This design comes from an exercise in tuning for small area, a short achievable clock period and few clock cycles on the open sky130 flow, not from production work.
At most, simulation tests tie the RTL to the original design; equivalence was not proved.

==> flow/design.v (excerpt) <==
module JAM (
    input CLK,
    input RST,
    output [2:0] W,
    output [2:0] J,
    input [6:0] Cost,
    output [3:0] MatchCount,
    output [9:0] MinCost,
    output reg Valid );
localparam ROUND = 3'd0, SEL = 3'd1, FIN = 3'd2, BUILD = 3'd3, COUNT = 3'd4;
reg [2:0] state;
reg [2:0] r;             
reg [2:0] i0;            
reg [2:0] cj;            
reg [2:0] j0;            
reg [8:0] base;           
reg first;
reg [7:0] mind;
reg [2:0] jmin;
reg [6:0] vpc;           
reg [6:0] vpj;           
reg [7:0] dcj;           
reg [2:0] rj;            
reg [7:0] S;             
reg rootr;               
reg [7:0] colFree;
reg [6:0] vp [0:7];
reg [7:0] dst [0:7];     
reg [2:0] way [0:7];     
reg [2:0] rowOf [0:7];   
reg [2:0] ja;
reg augdone;
reg [9:0] mc;
reg [3:0] cnt;
assign MinCost = mc;
assign MatchCount = cnt;
function [3:0] lowest;           
    input [7:0] m;
    begin
        casez (m)
            8'b???????1: lowest = 4'b1000;
            8'b??????10: lowest = 4'b1001;
            8'b?????100: lowest = 4'b1010;
            8'b????1000: lowest = 4'b1011;
            8'b???10000: lowest = 4'b1100;
            8'b??100000: lowest = 4'b1101;
            8'b?1000000: lowest = 4'b1110;
            8'b10000000: lowest = 4'b1111;
            default:     lowest = 4'b0000;
        endcase
    end
endfunction
function lt7;
    input [6:0] c;
    input [10:0] t;
    begin
        if (t[10])
            lt7 = 1'b0;
        else if (t[9:7] != 3'd0)
            lt7 = 1'b1;
        else
            lt7 = c < t[6:0];
    end
endfunction
function [7:0] above;            
    input [2:0] k;
    begin
        above = 8'hFE << k;
    end
endfunction
wire [2:0] j1 = way[ja];
wire [2:0] aR = (state == ROUND) ? cj : (state == FIN) ? j1 : i0;
wire [2:0] rA = rowOf[aR];
assign W = (state == SEL) ? rj : i0;
assign J = (state == SEL) ? jmin : cj;
wire [6:0] vpA = vpc;
wire [6:0] vp_cj = vpc;
wire [7:0] dA = dst[i0];
wire [9:0] bv = {base[8], base} + {3'd0, vp_cj};
wire [10:0] thr_o = 11'd256 - {bv[9], bv};
wire over = !lt7(Cost, thr_o);
  ...
Size in the first run: roughly 2,200 cells after synthesis, ~270 flip-flops, roughly 30 I/O pins.
Settings: LEC_CHECK=0, ABC_AREA=1, CAP_MARGIN=20, CORE_MARGIN=2, CORE_UTILIZATION=50, PLACE_DENSITY=0.65, SETUP_SLACK_MARGIN=5, SLEW_MARGIN=20; clock period 10.0 ns.
standard.sh (not shown) runs the stock make flow with config.mk's settings and CLKGATE_MAP_FILE= SYNTH_SCRIPT=/design/flow/synth_recipe.tcl, a recipe that flattens the netlist after the stock synthesis.
==> flow/flow/run.sh <==
#!/bin/bash
# The standard layout (standard.sh: the standard synthesis, then ORFS to the
# final layout), with timing repair aiming at 5.6 ns of setup slack instead of
# config.mk's 5, so that it works further on the paths it shortens.
set -euo pipefail
sed 's/SETUP_SLACK_MARGIN=[0-9.]*/SETUP_SLACK_MARGIN=5.6/' standard.sh > standard_margin.sh
bash standard_margin.sh > standard.log 2>&1
Change:
--- a/flow/design.v
+++ b/flow/design.v
@@ -13,21 +13,20 @@
 reg [2:0] i0;            
 reg [2:0] cj;            
 reg [2:0] j0;            
 reg [8:0] base;           
 reg first;
 reg [7:0] mind;
 reg [2:0] jmin;
 reg [6:0] vpc;           
 reg [6:0] vpj;           
 reg [7:0] dcj;           
-reg [2:0] rj;            
 reg [7:0] S;             
 reg rootr;               
 reg [7:0] colFree;
 reg [6:0] vp [0:7];
 reg [7:0] dst [0:7];     
 reg [2:0] way [0:7];     
 reg [2:0] rowOf [0:7];   
 reg [2:0] ja;
 reg augdone;
 reg [9:0] mc;
@@ -62,23 +61,23 @@
             lt7 = c < t[6:0];
     end
 endfunction
 function [7:0] above;            
     input [2:0] k;
     begin
         above = 8'hFE << k;
     end
 endfunction
 wire [2:0] j1 = way[ja];
-wire [2:0] aR = (state == ROUND) ? cj : (state == FIN) ? j1 : i0;
+wire [2:0] aR = (state == FIN) ? j1 : (state == COUNT) ? i0 : jmin;
 wire [2:0] rA = rowOf[aR];
-assign W = (state == SEL) ? rj : i0;
+assign W = (state == SEL) ? rA : i0;
 assign J = (state == SEL) ? jmin : cj;
 wire [6:0] vpA = vpc;
 wire [6:0] vp_cj = vpc;
 wire [7:0] dA = dst[i0];
 wire [9:0] bv = {base[8], base} + {3'd0, vp_cj};
 wire [10:0] thr_o = 11'd256 - {bv[9], bv};
 wire over = !lt7(Cost, thr_o);
 wire [4:0] cur_lo = {1'b0, bv[3:0]} + {1'b0, Cost[3:0]};
 wire [3:0] cur_h0 = bv[7:4] + {1'b0, Cost[6:4]};
 wire [3:0] cur_h1 = bv[7:4] + {1'b0, Cost[6:4]} + 4'd1;
@@ -165,21 +164,21 @@
                 mc <= mc + {2'd0, mind};
                 colFree[jmin] <= 1'b0;
                 cj <= lS[2:0];
                 vpc <= vpn;
                 dcj <= dstn;
                 augdone <= 1'b0;
                 state <= FIN;
             end else begin
                 S <= S_sel;
                 rootr <= 1'b0;
-                i0 <= rj;
+                i0 <= rA;
                 base <= {1'b0, mind} - {2'd0, Cost} - {2'd0, vpj};
                 cj <= first_round[2:0];
                 vpc <= vpn;
                 dcj <= dstn;
                 first <= 1'b1;
                 state <= ROUND;
             end
         end
         FIN: begin
             if (S != 8'd0) begin
@@ -253,21 +252,20 @@
     case (state)
     ROUND: begin
         if (better) begin
             dst[cj] <= cur8;
             way[cj] <= rootr ? cj : j0;
         end
         if (take) begin
             mind <= nd;
             jmin <= cj;
             vpj <= vpc;
-            rj <= rA;
         end
     end
     SEL: begin
         j0 <= jmin;
         ja <= jmin;
         if (colFree[jmin])
             vp[jmin] <= 7'd0;
     end
     FIN: begin
         if (S != 8'd0)
What happened: The new run completed without violations; synthesized area came out lower by 0.91%; clock skew came out lower by 0.0072 ns; final cell count goes up by 1.5%; via count rises by about 3%; register-to-register slack hardly moves; die area falls by about 0.9%; wire length rose by about 1.7%; sequential share of layout area is lower by 0.74 points; setup slack degrades by 0.13 ns; synthesized cell count barely changes.
Testbench counts after the change, summed over its fixed seeds: cycles 2,845.
The RTL of the first run of this note was laid out without a check of its function.

## what the ideal ports hide
The flow's constraints put no driver on any port. The routed layouts listed below were extracted and timed again, unchanged, in two steps. Step 1 sets driving cells, clkbuf_16 on the clock port and buf_2 on the other inputs (assumed; they add their load-dependent delay and slew). Step 2 moves the port delays by t, midway between the first and last clock arrival at a register: inputs arrive t later, outputs are due t later. That takes back most of the time a late clock gives input paths. Slacks: no drivers / after step 1 / after step 2; pairs: no drivers / after step 1.
run	t, ns	slack for setup (ns)	worst setup path at the end	worst slew at a driven data input, ns	pins driven straight from the clock port
the first run	0.619	5.633 / 5.582 / 5.236	input to register	0.03	1
the second run	0.629	5.508 / 5.456 / 5.214	input to register	0.04	1
After both steps every run listed still meets setup and hold. The setup slack of the first run, which loses most, moves by -0.051 ns with the drivers and by -0.397 ns with both steps.
